Background: an optimization exercise with open tools, aiming at a short achievable clock period and few clock cycles. Do not read the settings as production practice. No functional check of the RTL was part of any run shown here. No activity file was given, so power comes from the tool's default toggle rates.

**flow/design.v**
```verilog
module Pipeline_top(
    input         clk,
    input         rst,
    output [31:0] imem_addr,
    input  [31:0] imem_rdata,
    output [31:0] dmem_addr,
    output [31:0] dmem_wdata,
    output        dmem_we,
    input  [31:0] dmem_rdata
);
    reg  [31:0] pcF;
    reg         vD;
    reg  [31:0] instrD, pcD;
    reg         hitD, predTD;
    reg  [1:0]  ctrD;
    reg  [9:0]  btgtD;
    reg         regwE, memwE, loadE, brE, bneE, predTE, hitE, mismE;
    reg  [1:0]  ctrE;
    reg  [4:0]  rdE;
    reg         subE, andE, orE, sltE;
    reg         faME, faWE, fbME, fbWE, fsME, fsWE;
    reg  [31:0] opAE, opBE, sdE, pc4E, tgtE;
    reg  [4:0]  bidxE, btagE;
    reg         regwM, memwM, loadM;
    reg  [4:0]  rdM;
    reg  [31:0] aluM, wdM;
    reg         bupdM;
    reg  [4:0]  bidxM, btagM;
    reg  [9:0]  btgtM;
    reg  [1:0]  bctrM;
    reg         regwW;
    reg  [4:0]  rdW;
    reg  [31:0] resW;
    reg  [31:0] rf [1:31];
    reg  [31:0] btb_v;
    reg  [4:0]  btb_tag [0:31];
    reg  [9:0]  btb_tgt [0:31];
    reg  [1:0]  btb_ctr [0:31];
    assign imem_addr = pcF;
    wire [4:0]  fidx    = pcF[6:2];
    wire        f_hit   = btb_v[fidx] & (btb_tag[fidx] == pcF[11:7]);
    wire [1:0]  f_ctr   = btb_ctr[fidx];
    wire [9:0]  f_btgt  = btb_tgt[fidx];
    wire        f_predT = f_hit & f_ctr[1];
    wire [31:0] pc4F    = pcF + 32'd4;
    wire [6:0] op     = instrD[6:0];
    wire [4:0] rdD    = instrD[11:7];
    wire [2:0] f3     = instrD[14:12];
    wire [4:0] rs1    = instrD[19:15];
    wire [4:0] rs2    = instrD[24:20];
    wire isR = (op == 7'b0110011);
    wire isI = (op == 7'b0010011);
    wire isL = (op == 7'b0000011);
    wire isS = (op == 7'b0100011);
    wire isB = (op == 7'b1100011);
    wire use1 = isR | isI | isL | isS | isB;
    wire use2 = isR | isS | isB;
    wire regwD = vD & (isR | isI | isL) & (rdD != 5'd0);
    wire [31:0] immI = {{20{instrD[31]}}, instrD[31:20]};
    wire [31:0] immS = {{20{instrD[31]}}, instrD[31:25], instrD[11:7]};
    wire [31:0] immB = {{20{instrD[31]}}, instrD[7], instrD[30:25], instrD[11:8], 1'b0};
    wire aluop = isR | isI;
    wire subD  = aluop & (f3 == 3'b010 | (isR & f3 == 3'b000 & instrD[30]));
    wire sltD  = aluop & (f3 == 3'b010);
    wire orD   = aluop & (f3 == 3'b110);
    wire andD  = aluop & (f3 == 3'b111);
    wire [31:0] rf1 = (rs1 == 5'd0) ? 32'd0 : (regwW & (rdW == rs1)) ? resW : rf[rs1];
    wire [31:0] rf2 = (rs2 == 5'd0) ? 32'd0 : (regwW & (rdW == rs2)) ? resW : rf[rs2];
    wire fa_m = regwE & (rdE == rs1);
    wire fa_w = ~fa_m & regwM & (rdM == rs1);
    wire fs_m = regwE & (rdE == rs2);
    wire fs_w = ~fs_m & regwM & (rdM == rs2);
    wire bReg = isR | isB;
    wire stall = vD & loadE & regwE & ((use1 & (rdE == rs1)) | (use2 & (rdE == rs2)));
    wire [31:0] pc4D  = pcD + 32'd4;
    wire [31:0] tgtD  = pcD + immB;
    wire        staticT = (f3 == 3'b001) | instrD[31];
    wire        brD     = vD & isB;
    wire        predTD2 = vD & (hitD ? predTD : (isB & staticT));
    wire        mismD   = predTD & ((tgtD[11:2] != btgtD) | (tgtD[31:12] != pcD[31:12]));
    wire [31:0] A  = faME ? aluM : faWE ? resW : opAE;
    wire [31:0] B  = fbME ? aluM : fbWE ? resW : opBE;
    wire [31:0] SD = fsME ? aluM : fsWE ? resW : sdE;
    wire [31:0] sum = A + (B ^ {32{subE}}) + {31'd0, subE};
    wire        lt  = (A[31] ^ B[31]) ? A[31] : sum[31];
    wire [31:0] aluE = andE ? (A & B) :
                       orE  ? (A | B) :
                       sltE ? {31'd0, lt} : sum;
    wire eq     = (A == B);
    wire takenE = brE & (eq ^ bneE);
    wire ex_redirect = takenE ? (~predTE | mismE) : predTE;
    wire [31:0] rpc  = takenE ? tgtE : pc4E;
    wire id_redirect = brD & ~hitD & staticT & ~stall & ~ex_redirect;
    wire [31:0] pc_next = ex_redirect ? rpc :
                          stall       ? pcF :
                          id_redirect ? tgtD :
                          f_predT     ? {pcF[31:12], f_btgt, 2'b00} : pc4F;
    always @(posedge clk or negedge rst) begin
        if (!rst) pcF <= 32'd0;
        else      pcF <= pc_next;
    end
    always @(posedge clk or negedge rst) begin
        if (!rst) begin
            vD <= 1'b0;
        end else if (ex_redirect | id_redirect) begin
            vD <= 1'b0;
        end else if (!stall) begin
            vD <= 1'b1;
        end
    end
    always @(posedge clk) begin
        if (!stall) begin
            instrD <= imem_rdata;
            pcD    <= pcF;
            hitD   <= f_hit;
            predTD <= f_predT;
            ctrD   <= f_ctr;
            btgtD  <= f_btgt;
        end
    end
    wire bubbleE = ex_redirect | stall | ~vD;
    always @(posedge clk or negedge rst) begin
        if (!rst) begin
            regwE <= 1'b0; memwE <= 1'b0; loadE <= 1'b0; brE <= 1'b0; predTE <= 1'b0;
        end else if (bubbleE) begin
            regwE <= 1'b0; memwE <= 1'b0; loadE <= 1'b0; brE <= 1'b0; predTE <= 1'b0;
        end else begin
            regwE  <= regwD;
            memwE  <= isS;
            loadE  <= isL;
            brE    <= isB;
            predTE <= predTD2;
        end
    end
    always @(posedge clk) begin
        rdE   <= rdD;
        bneE  <= (f3 == 3'b001);
        hitE  <= hitD;
        mismE <= mismD;
        ctrE  <= ctrD;
        subE  <= subD;
        sltE  <= sltD;
        orE   <= orD;
        andE  <= andD;
        faME  <= fa_m;
        faWE  <= fa_w;
        fbME  <= bReg & fs_m;
        fbWE  <= bReg & fs_w;
        fsME  <= fs_m;
        fsWE  <= fs_w;
        opAE  <= rf1;
        opBE  <= bReg ? rf2 : (isS ? immS : immI);
        sdE   <= rf2;
        pc4E  <= pc4D;
        tgtE  <= tgtD;
        bidxE <= pcD[6:2];
        btagE <= pcD[11:7];
    end
    always @(posedge clk or negedge rst) begin
        if (!rst) begin
            regwM <= 1'b0; memwM <= 1'b0; loadM <= 1'b0; bupdM <= 1'b0;
        end else begin
            regwM <= regwE; memwM <= memwE; loadM <= loadE; bupdM <= brE;
        end
    end
    always @(posedge clk) begin
        rdM   <= rdE;
        aluM  <= aluE;
        wdM   <= SD;
        bidxM <= bidxE;
        btagM <= btagE;
        btgtM <= tgtE[11:2];
        bctrM <= ~hitE ? {2{takenE}} :
                 takenE ? ((ctrE == 2'b11) ? 2'b11 : ctrE + 2'b01) :
                          ((ctrE == 2'b00) ? 2'b00 : ctrE - 2'b01);
    end
    assign dmem_addr  = aluM;
    assign dmem_wdata = wdM;
    assign dmem_we    = memwM;
    always @(posedge clk or negedge rst) begin
        if (!rst) regwW <= 1'b0;
        else      regwW <= regwM;
    end
    always @(posedge clk) begin
        rdW  <= rdM;
        resW <= loadM ? dmem_rdata : aluM;
    end
    always @(posedge clk) begin
        if (regwW) rf[rdW] <= resW;
    end
    always @(posedge clk or negedge rst) begin
        if (!rst) btb_v <= 32'd0;
        else if (bupdM) btb_v[bidxM] <= 1'b1;
    end
    always @(posedge clk) begin
        if (bupdM) begin
            btb_tag[bidxM] <= btagM;
            btb_tgt[bidxM] <= btgtM;
            btb_ctr[bidxM] <= bctrM;
        end
    end
endmodule
```
**flow/run.sh**
```bash
#!/bin/bash
# synth_recipe.tcl (not shown) runs the flow's synth.tcl, then flattens the netlist and writes it again
# the make line also repeats each setting of config.mk as NAME=value (left out here)
make -C /OpenROAD-flow-scripts/flow DESIGN_CONFIG=/design/flow/config.mk WORK_HOME=/design/flow/orfs CLKGATE_MAP_FILE= SYNTH_SCRIPT=/design/flow/synth_recipe.tcl finish
```
**flow/config.mk**
```make
export PLATFORM = sky130hd
export DESIGN_NAME = Pipeline_top
export DESIGN_NICKNAME = Pipeline_top
export VERILOG_FILES = /design/flow/design.v
export SDC_FILE = /design/flow/constraint.sdc
export NUM_CORES = 4
export LEC_CHECK = 0
export CAP_MARGIN = 20
export CORE_MARGIN = 2
export CORE_UTILIZATION = 40
export SLEW_MARGIN = 20
```
**flow/constraint.sdc**
```tcl
create_clock -name core_clock -period 10.0 [get_ports {clk}]
set_input_delay 2.0000 -clock core_clock [delete_from_list [all_inputs] [get_ports {clk}]]
set_output_delay 2.0000 -clock core_clock [all_outputs]
set_load 0.01 [all_outputs]
```
==> results of run 1 <==
==> worst max-delay path by stage <==
stage                 start                  end
2_1_floorplan  fbWE$_DFF_P_     aluM[30]$_DFF_P_
3_3_place_gp   faWE$_DFF_P_  pcF[12]$_DFFE_PN0P_
3_5_place_dp   faWE$_DFF_P_  pcF[12]$_DFFE_PN0P_
4_1_cts        faWE$_DFF_P_  pcF[12]$_DFFE_PN0P_
5_1_grt        fbWE$_DFF_P_  pcF[12]$_DFFE_PN0P_
6_report       faWE$_DFF_P_  pcF[28]$_DFFE_PN0P_
==> state kept, by name, summed over array words and instances (netlist names), 64 cells and up, named ones only <==
register and count:
rf 992, btb_tgt 320, btb_tag 160, btb_ctr 64
==> cells in the final DEF, fill, tap and decap left out, types with 20 or more instances in the layout <==
cell type	instances
dfxtp_2	38
a21o_1	54
mux4_2	613
buf_4	133
nand2_1	213
nor2_2	22
dfxtp_1	279
a211oi_1	87
clkinv_1	22
o221ai_1	30
clkinv_2	43
o31ai_1	20
nand3_1	72
ha_1	130
nor2_1	243
edfxtp_1	1614
clkbuf_1	55
clkdlybuf4s50_1	161
a21oi_1	242
o21ai_0	174
clkbuf_8	20
nor2_4	43
a221oi_1	67
clkbuf_16	214
o22ai_1	20
xnor2_1	115
nor3_1	80
nor2b_1	22
dfrtp_1	70
and3_1	30
o21a_1	43
mux2i_1	276
inv_1	116
mux2_2	129
xor2_1	64
==> cell type report <==
cell class              instances  area (µm²)
diodes                          2        5.00
clock inverters                99        1030
fillers                     19300      122000
repair buffers                302        2770
inverters                     118         443
well taps                    2992        3740
flip-flops and latches       2011       56900
clock buffers                 289        5840
multi-input cells            3097       32000
==> routing by layer <==
layer  share of wire (%)  global-route usage, %  up-vias
met2                  48                   39.1     2534
met3                 7.5                   3.99      564
met1                  40                   32.6    28600
li1                    -                      -    22700
met5                   0                      0        -
met4                 4.6                   10.4        0
==> cells by family after synthesis <==
kind of cell	count (synthesis)	share of synthesized area, %
xor gates and xnor gates	179	1.73
adders and majority gates	132	1.84
DFF	2011	62.8
muxes	1037	20.5
and+or+nand+nor	862	4.41
AOI/OAI and AO/OA	887	6.46
buffers and inverters	494	2.29
==> worst max-delay path: cells and delay by family (launching register included) <==
family / cells / cell delay (ns)
AO/OA/AOI/OAI: 4 / 0.60
adder cells (fa/ha/maj): 1 / 0.24
buffers and inverters: 2 / 0.75
flip-flops: 1 / 0.77
multiplexers: 1 / 0.24
AND/OR/NAND/NOR: 8 / 3.85
==> per-stage QoR <==
| stage | power [mW] | area [µm²] |
|---|---|---|
| 5_1_grt | 24.1 | 103000 |
| 3_5_place_dp | 15.7 | 95800 |
| 4_1_cts | 23.4 | 103000 |
| 2_1_floorplan | 13.7 | 90400 |
| 3_3_place_gp | 15.6 | 95700 |
| 6_report | 23.4 | 103000 |
==> where the power goes <==
group          switching [mW]  leakage, nW  internal (mW)
Combinational            2.34         12.7           1.75
Sequential               1.17         18.5           10.3
Clock                    3.38         3.37           4.45
==> qor.yml, run 1 <==
timing:
  worstMarginPinSlew_ns: 1.19
  finalMaxSlewViolations: 0
  holdWs_ns: 0.311
  skew_ns: 0.0613
  hold_viol: 0
  period_minus_slack_ns: 6.58
  setup_slack_ns: 3.42
  rsz0062_at_grt: "no"
  finalCritPeriodShare_pct: 65.8
  max_freq_mhz: 152
  setup_violations: 0
  finalSetupTns_ns: 0
  slew_headroom_pct: 20.8
finish:
  fin_util_pct: 45.7
  fin_nets: 5934
  drive_gt1_share_pct: 22.9
  layoutNonFillerInstCount: 8910
  area_delta_synth_final_pct: 13.6
place:
  placedCellCount: 8520
  preCtsSetupSlack_ns: 3.14
  place.gp.congestion: 0.919
  place_hpwl_mm: 170
  portBuffers: 162
worst_setup_path:
  required_ns: 10.77
  r2r_cells: 16
  worstReg2RegEnd: "pcF[28]$_DFFE_PN0P_"
  critPathMaxFanout: 35
  slowest_delay_ns: 0.77
  endpoint_kind: "flop"
  start_kind: "flop"
  rr_startpoint: "faWE$_DFF_P_"
  arrival_ns: 7.35
  r2r_slack_ns: 3.42
  critical_path_class: "flop to flop"
  slowest_stage: "dfxtp_2"
  worstPathCellList: "buf_4 > mux2i_1 > o21a_1 > ha_1 > nor4_1 > nand4_1 > or3_1 > a21boi_2 > buf_4 > nor2_1 > or2_1 > nor2_4 > nand2_2 > nor4_1 > a211oi_1 > o21ai_0"
power_and_ir_drop:
  ir_drop_v: 0.000182
  power.leakage_nw: 34.7
  power_density_mw_per_mm2: 227
global_routing:
  grt_pass1_vias: 54400
  grt_pass1_wl_mm: 402
  overflow: 0
  grt_max_degree: 114
  antenna_found_initial: 11
  grt.total_usage_pct: 24.2
synth:
  yosys_register_bits: 2011
  syn_inst: 5602
  synth_edf_count: 1614
  yosysSeqAreaShare_pct: 62.8
  synth.top_cell.area_share_pct: 53.6
  synth_common_cells: "edfxtp_1, mux4_2, dfxtp_1"
  synth_cell_types: 97
  ys.flop_type: "edfxtp_1"
  synthMostInstantiatedCell: "edfxtp_1"
  async_reset_ff_share_pct: 3.73
  synth_top_cell_by_area: "edfxtp_1"
  synth_fp_nets: 5800
  syn_avg_cell_area_um2: 16.1
  yosys_warnings: 1
  syn_area_mm2: 0.0904
  synth_area_leaders: "edfxtp_1, mux4_2, dfxtp_1, mux2i_1, dfrtp_1"
worst_hold_path:
  whs_endpoint: "btagM[4]$_DFF_P_"
  hold_depth: 0
  hold_path_startpoint: "btagE[4]$_DFF_P_"
  min_path_type: "flop to flop"
routing:
  viasPerCell: 6.11
  dr.pass1.iters: 6
  drc: 0
  ant_nets: 0
  drt_wl_total_mm: 282
  detail_route.wl_per_cell_um: 31.7
  num_vias: 54400
  drt-initial-drc-count: 6606
die:
  coreArea_mm2: 0.225
  fp.dieH_um: 480
  initial_core_util_pct: 40.2
  num_rows: 174
  fp.dieW_um: 480
  pin_count: 163
  die_area_mm2: 0.230
run:
  maxCapViolations: 0
clocking:
  tritoncts: "yes"
  cts_buffers: 206
  post_cts_resized: 0
  post_cts_buffers: 0
  htree_levels: 4
  clk_path_buf_depth: 3
  root_buffer: "clkbuf_16"
  path_clk_slew_ns: 0.06
  clock_sinks: 2011
  clock_latency_ns: 0.88
  cts_hold_buf: 0
status:
  outcome: "complete, no violations"
==> run 2, diff against run 1 <==
--- a/flow/config.mk
+++ b/flow/config.mk
@@ -10,2 +10,4 @@
 export CORE_UTILIZATION = 40
+export GPL_TIMING_DRIVEN = 1
+export SETUP_SLACK_MARGIN = 5
 export SLEW_MARGIN = 20
==> run 2 against run 1 <==
Compared with the run above:
- still clean on timing, DRC and antenna
- combinational power about the same
- hold slack got worse by 0.0024 ns
- non-clock buffer count increased by 23
- core utilization increased by 0.16 points
- highest routed layer unchanged
==> qor.yml, run 2 <==
status:
  outcome: "complete, no violations"
die:
  fp.dieW_um: 480
  initial_core_util_pct: 40.2
  coreArea_mm2: 0.225
  fp.dieH_um: 480
  pin_count: 163
  die_area_mm2: 0.230
  num_rows: 174
timing:
  skew_ns: 0.0571
  setup_violations: 0
  slew_headroom_pct: 20.4
  finalSetupTns_ns: 0
  rsz0062_at_grt: "no"
  max_freq_mhz: 211
  hold_viol: 0
  finalCritPeriodShare_pct: 47.5
  period_minus_slack_ns: 4.75
  worstMarginPinSlew_ns: 1.19
  finalMaxSlewViolations: 0
clocking:
  path_clk_slew_ns: 0.06
  root_buffer: "clkbuf_16"
  htree_levels: 4
  cts_hold_buf: 0
  clock_sinks: 2011
  clk_path_buf_depth: 3
  cts_buffers: 206
  tritoncts: "yes"
  clock_latency_ns: 0.88
power_and_ir_drop:
  power.leakage_nw: 34.8
  ir_drop_v: 0.000182
  power_density_mw_per_mm2: 227
  total_power_mw: 23.4
routing:
  drc: 0
  drt-initial-drc-count: 7031
  dr.pass1.iters: 6
  drt_wl_total_mm: 283
  detail_route.wl_per_cell_um: 31.7
  num_vias: 54700
  viasPerCell: 6.12
  ant_nets: 0
finish:
  fin_nets: 5958
  reg.largest.list: "rf: 992 flops, btb_tgt: 320 flops, btb_tag: 160 flops"
  design_area_mm2: 0.103
  num-fill-cells: 19300
  drive_gt1_share_pct: 23.4
  layoutNonFillerInstCount: 8936
  largest_reg_flops: 992
  regMostFlops: "rf"
  final_cell_mix: "edfxtp_1, mux4_2, dfxtp_1"
  final_common_cell: "edfxtp_1"
  area_delta_synth_final_pct: 14.0
worst_setup_path:
  arrival_ns: 5.52
  slowest_stage: "dfxtp_4"
  critical_path_class: "flop to flop"
  worstPathCellList: "buf_12 > mux2_2 > mux2i_2 > ha_1 > nor4_2 > nand4_1 > buf_4 > or3_1 > a21boi_2 > buf_6 > nor2_4 > or2_4 > nor2_4 > nand2_8 > nor4_1 > a211oi_1 > o21ai_0"
  slowest_delay_ns: 0.42
  critPathMaxFanout: 35
  start_kind: "flop"
  crit_path_frequent_cell: "nor2_4"
  required_ns: 10.78
  endpoint_kind: "flop"
synth:
  synth_area_leaders: "edfxtp_1, mux4_2, dfxtp_1, mux2i_1, dfrtp_1"
  synth_common_cells: "edfxtp_1, mux4_2, dfxtp_1"
  synth_fp_nets: 5800
  synth.top_cell.area_share_pct: 53.6
  yosys_register_bits: 2011
  syn_inst: 5602
  syn_avg_cell_area_um2: 16.1
  syn_area_mm2: 0.0904
  yosys_warnings: 1
  ys.flop_type: "edfxtp_1"
  synth_top_cell_by_area: "edfxtp_1"
  synth_edf_count: 1614
  async_reset_ff_share_pct: 3.73
  synthMostInstantiatedCell: "edfxtp_1"
  synth_cell_types: 97
  yosysSeqAreaShare_pct: 62.8
global_routing:
  grt_pass1_wl_mm: 402
  antenna_found_initial: 11
  overflow: 0
  grt_pass1_vias: 54400
  grt_max_degree: 114
  grt.total_usage_pct: 24.3
place:
  place_hpwl_mm: 170
  place.gp.congestion: 0.919
  placedCellCount: 8520
  dpl_cell_area_mm2: 0.0958
  portBuffers: 162
worst_hold_path:
  min_path_type: "flop to flop"
run:
  maxCapViolations: 0
## run 2: changes by cell type in the layout (fill, tap and decap cells not counted), moves of 3 or more
cell / previous run / this run
nor4_1: 19 / 16
buf_6: 1 / 5
buf_4: 133 / 148
dfxtp_4: 5 / 13
nor4_2: 0 / 3
buf_12: 6 / 10
dfxtp_2: 38 / 30
## run 2: what timing repair did
action,in CTS,in global routing
cloned,0,1
resized for setup,44,17
pin swaps,4,1
endpoints found under the setup margin,45,38
buffers inserted,4,19
## run 2: per-layer routing
layer	part of all wire (%)	global-route usage (%)	vias up
met5	0	0	-
met4	4.5	10.2	0
li1	-	-	22800
met2	48	39.2	2615
met3	7.7	3.91	559
met1	40	32.7	28800
## run 2: final timing paths
| check | from | to | slack [ns] | depth (start not counted) |
|---|---|---|---|---|
| worst max-delay path | fbWE$_DFF_P_ | pcF[28]$_DFFE_PN0P_ | 5.25 | 17 |
| worst min-delay path | btagE[4]$_DFF_P_ | btagM[4]$_DFF_P_ | 0.31 | 0 |
| worst max register to register | fbWE$_DFF_P_ | pcF[28]$_DFFE_PN0P_ | 5.25 | 17 |
| worst min register to register | btagE[4]$_DFF_P_ | btagM[4]$_DFF_P_ | 0.31 | 0 |
| max in group asynchronous | rst | pcF[3]$_DFFE_PN0P_ | 8.19 | 1 |
| min in group asynchronous | rst | memwM$_DFF_PN0_ | 1.17 | 1 |
## run 2: logic make-up after synthesis
kind of cell	synth area share (%)
DFF	62.8
muxes	20.5
AOI/OAI and AO/OA	6.46
and+or+nand+nor	4.41
buffers and inverters	2.29
xor gates and xnor gates	1.73
adders and majority gates	1.84
## run 2: area by class of cell
class                      instances  area [µm²]  area share, %
sequential                      2011       56900           55.2
clock inverter                    99        1030          0.999
multi-input combinational       3098       32100           31.2
clock buffer                     289        5840           5.66
tap                             2992        3740           3.63
inverter                         118         443          0.430
timing repair buffer             325        3010           2.92
antenna                            4        10.0        0.00971
## run 2: where the power goes
part	total [mW]	switching, mW	internal (mW)
Clock	7.83	3.38	4.45
Combinational	4.10	2.35	1.75
Sequential	11.4	1.17	10.3
Total	23.4	6.90	16.5
## run 2: critical path, delay by kind of cell, from the launching register on
kind	cells	cell delay, ns
and+or+nand+nor	8	2.08
buffers and inverters	3	0.66
muxes	2	0.65
AOI/OAI and AO/OA	3	0.45
DFF	1	0.42
adders and majority gates	1	0.30
## run 2: through the flow
| step | utilization [%] | worst slack [ns] | hold slack, ns |
|---|---|---|---|
| after global placement | 42.6 | 3.17 | 0.312 |
| after detailed placement | 42.6 | 3.14 | 0.317 |
| after global routing | 45.8 | 5.01 | 0.314 |
| final | 45.8 | 5.25 | 0.309 |
| after floorplan | - | 5.66 | 0.310 |
| after CTS | 45.7 | 4.95 | 0.307 |
==> run 3, diff against run 2 <==
==> flow/flow/run.sh (new file) <==
#!/bin/bash
# Standard ORFS layout with a larger setup-slack target for the timing repair
# steps (the constraints and clock period are the standard flow's own).
set -euo pipefail
bash standard.sh SETUP_SLACK_MARGIN=7 finish > standard_flow.log 2>&1
==> flow/standard.sh (new file) <==
#!/bin/bash
# synth_recipe.tcl (not shown) runs the flow's synth.tcl, then flattens the netlist and writes it again
# the make line also repeats each setting of config.mk as NAME=value (left out here)
make -C /OpenROAD-flow-scripts/flow DESIGN_CONFIG=/design/flow/config.mk WORK_HOME=/design/flow/orfs CLKGATE_MAP_FILE= SYNTH_SCRIPT=/design/flow/synth_recipe.tcl "${@:-finish}"
--- a/flow/config.mk
+++ b/flow/config.mk
@@ -10,4 +10,2 @@
 export CORE_UTILIZATION = 40
-export GPL_TIMING_DRIVEN = 1
-export SETUP_SLACK_MARGIN = 5
 export SLEW_MARGIN = 20
removed: flow/run.sh
==> run 3 against run 2 <==
Compared with the run above:
- synthesized cell count is the same
- core utilization grew 2.9 points
- cell area grew 6.3%
- largest power group unchanged
- still clean on timing, DRC and antenna
==> qor.yml, run 3 <==
status:
  outcome: "complete, no violations"
power_and_ir_drop:
  power.leakage_nw: 37.7
  p_sw_mw: 7.50
  switching_share_pct: 30.4
  ir_drop_v: 0.000184
  power_density_mw_per_mm2: 225
  pwr-share-comb_pct: 22.0
  p_int_mw: 17.2
  seqPwrFrac_pct: 46.7
  p_clk_share_pct: 31.3
clocking:
  htree_levels: 4
  clock_latency_ns: 0.89
  tritoncts: "yes"
  clock_sinks: 2011
  clk_path_buf_depth: 3
  root_buffer: "clkbuf_16"
  path_clk_slew_ns: 0.07
  cts_buffers: 205
routing:
  drt_wl_total_mm: 311
  drc: 0
  wl_met1_mm: 120
  ant_nets: 0
  drt-initial-drc-count: 7623
  num_vias: 57700
  wl_met3_mm: 28.9
  viasPerCell: 6.23
  detail_route.wl_per_cell_um: 33.6
  routed-wl-met2_mm: 144
  dr.pass1.iters: 7
  topRoutingLayerUsed: "met5"
worst_setup_path:
  critPathMaxFanout: 8
  r2r_cells: 19
  r2r_slack_ns: 5.93
  required_ns: 10.80
  rr_startpoint: "faWE$_DFF_P_"
  worstReg2RegEnd: "pcF[30]$_DFFE_PN0P_"
  critical_path_class: "flop to flop"
  arrival_ns: 4.87
  start_kind: "flop"
  endpoint_kind: "flop"
timing:
  worstMarginPinSlew_ns: 1.13
  hold_viol: 0
  rsz0062_at_grt: "yes"
  setup_violations: 0
  finalMaxSlewViolations: 0
  skew_ns: 0.0872
  slew_headroom_pct: 24.2
  period_minus_slack_ns: 4.07
  finalCritPeriodShare_pct: 40.7
  max_freq_mhz: 246
  setup_slack_ns: 5.93
  finalSetupTns_ns: 0
global_routing:
  grt_pass1_vias: 57100
  grt_pass1_wl_mm: 432
  grt_max_degree: 76
  antenna_found_initial: 7
  grt.total_usage_pct: 26.4
  overflow: 0
die:
  die_area_mm2: 0.230
  pin_count: 163
  coreArea_mm2: 0.225
  initial_core_util_pct: 40.2
  fp.dieH_um: 480
  num_rows: 174
  fp.dieW_um: 480
finish:
  fin_nets: 6277
  final_cell_mix: "edfxtp_1, mux4_2, buf_4"
  regMostFlops: "rf"
  final_common_cell: "edfxtp_1"
  area_delta_synth_final_pct: 21.2
  layoutNonFillerInstCount: 9255
  num-fill-cells: 18600
  design_area_mm2: 0.110
  multi_input_area_mm2: 0.0343
  drive_gt1_share_pct: 34.9
  largest_reg_flops: 992
  reg.largest.list: "rf: 992 flops, btb_tgt: 320 flops, btb_tag: 160 flops"
  seqCellArea_mm2: 0.0572
worst_hold_path:
  whs_endpoint: "btagM[3]$_DFF_P_"
  hold_path_startpoint: "btagE[3]$_DFF_P_"
  min_path_type: "flop to flop"
  hold_depth: 0
synth:
  synth_area_leaders: "edfxtp_1, mux4_2, dfxtp_1, mux2i_1, dfrtp_1"
  synth_fp_nets: 5800
  syn_inst: 5602
  synthMostInstantiatedCell: "edfxtp_1"
  synth.top_cell.area_share_pct: 53.6
  yosysSeqAreaShare_pct: 62.8
  yosys_warnings: 1
  async_reset_ff_share_pct: 3.73
  synth_top_cell_by_area: "edfxtp_1"
  syn_area_mm2: 0.0904
  synth_cell_types: 97
  synth_common_cells: "edfxtp_1, mux4_2, dfxtp_1"
  yosys_register_bits: 2011
  ys.flop_type: "edfxtp_1"
  syn_avg_cell_area_um2: 16.1
  synth_edf_count: 1614
place:
  place_hpwl_mm: 172
  placedCellCount: 8514
  preCtsSetupSlack_ns: 3.30
  portBuffers: 162
  place.gp.congestion: 0.937
  dpl_cell_area_mm2: 0.0960
run:
  maxCapViolations: 0
[run 3: power by group through the flow]
| stage | Sequential [mW] | Combinational, mW | Clock (mW) |
|---|---|---|---|
| global placement | 11.7 | 3.96 | 0 |
| global route | 11.6 | 5.69 | 8.16 |
| finish | 11.5 | 5.44 | 7.74 |
| floorplan | 11.1 | 2.69 | 0 |
| CTS | 11.5 | 5.06 | 7.82 |
| detailed placement | 11.7 | 3.96 | 0 |
[run 3: logic make-up after synthesis]
group           count (synthesis)  synth area share, %
simple gates                  862                 4.41
compound gates                887                 6.46
flops                        2011                 62.8
xor+xnor                      179                 1.73
buf+inv                       494                 2.29
fa+ha+maj                     132                 1.84
mux                          1037                 20.5
[run 3: layout make-up]
cell class                      count  share of cell area [%]
Sequential cell                  2011                    52.1
Multi-Input combinational cell   3110                    31.3
Timing Repair Buffer              633                    6.57
Clock buffer                      299                    5.23
Tap cell                         2992                    3.41
Clock inverter                     86                   0.948
Inverter                          118                   0.409
Antenna cell                        6                  0.0137
[run 3: per-layer routing]
metal  vias up  track usage (%)
li1      23500                -
met1     30100             35.1
met2      3308             41.5
met3       732             5.22
met4         2             13.0
met5         -                0
[run 3: critical path, cell delays in order, from the launching register on]
cell and delay, ns:
dfxtp_4 0.38, buf_12 0.16, buf_4 0.13, mux2i_1 0.11, o21a_1 0.20, ha_1 0.32
nor4_4 0.38, nand4_1 0.18, buf_6 0.18, or3_4 0.42, a21boi_4 0.27, nor2_4 0.09
or2_4 0.29, nor2_4 0.13, buf_12 0.18, nand2_8 0.13, nand2_8 0.16, buf_12 0.14
o21ai_2 0.05, o21ai_1 0.08
[run 3: repair_timing]
item | 4_1_cts | 5_1_grt
setup buffers | 226 | 73
setup endpoints to repair | 609 | 578
gates cloned | 46 | 4
pin swaps | 128 | 124
hold buffers | 0 | 0
gates resized for setup | 1044 | 210
[run 3: how the worst max path moves through the flow]
stage	start	to	slack, ns
2_1_floorplan	fbWE$_DFF_P_	pcF[12]$_DFFE_PN0P_	6.41
3_3_place_gp	fbWE$_DFF_P_	pcF[6]$_DFFE_PN0P_	3.36
3_5_place_dp	fbWE$_DFF_P_	pcF[14]$_DFFE_PN0P_	3.30
4_1_cts	faWE$_DFF_P_	pcF[9]$_DFFE_PN0P_	6.05
5_1_grt	fbWE$_DFF_P_	aluM[0]$_DFF_P_	5.80
6_report	faWE$_DFF_P_	pcF[30]$_DFFE_PN0P_	5.93
[run 3: per-stage QoR]
stage	hold slack, ns	total power, mW	utilization (%)
after floorplan	0.310	13.8	-
after global placement	0.313	15.7	42.7
after detailed placement	0.313	15.7	42.7
after CTS	0.332	24.4	48.0
after global routing	0.335	25.5	48.7
final	0.325	24.7	48.7

## what the ideal ports hide
The flow's constraints put no driver on any port. The routed layouts listed below were extracted and timed again, unchanged, in two steps. Step 1, drivers: a clkbuf_16 drives clk and a buf_2 each remaining input, both assumed. Step 2 times the ports against the registers' clock, not the clock port: input delays grow and output delays shrink by t, the midpoint of the rising clock arrivals with the driver on. Three values: no drivers, after step 1, after step 2; two values: the first two.
run	t, ns	setup WS [ns]	latest minus earliest clock arrival (ns)	cell pins on the clock port's net
run 1	0.938	3.419 / 3.419 / 3.419	0.061 / 0.061	1
run 2	0.937	5.252 / 5.252 / 5.252	0.058 / 0.058	1
run 3	0.939	5.934 / 5.934 / 5.934	0.088 / 0.087	1
After both steps every run listed still meets setup and hold.
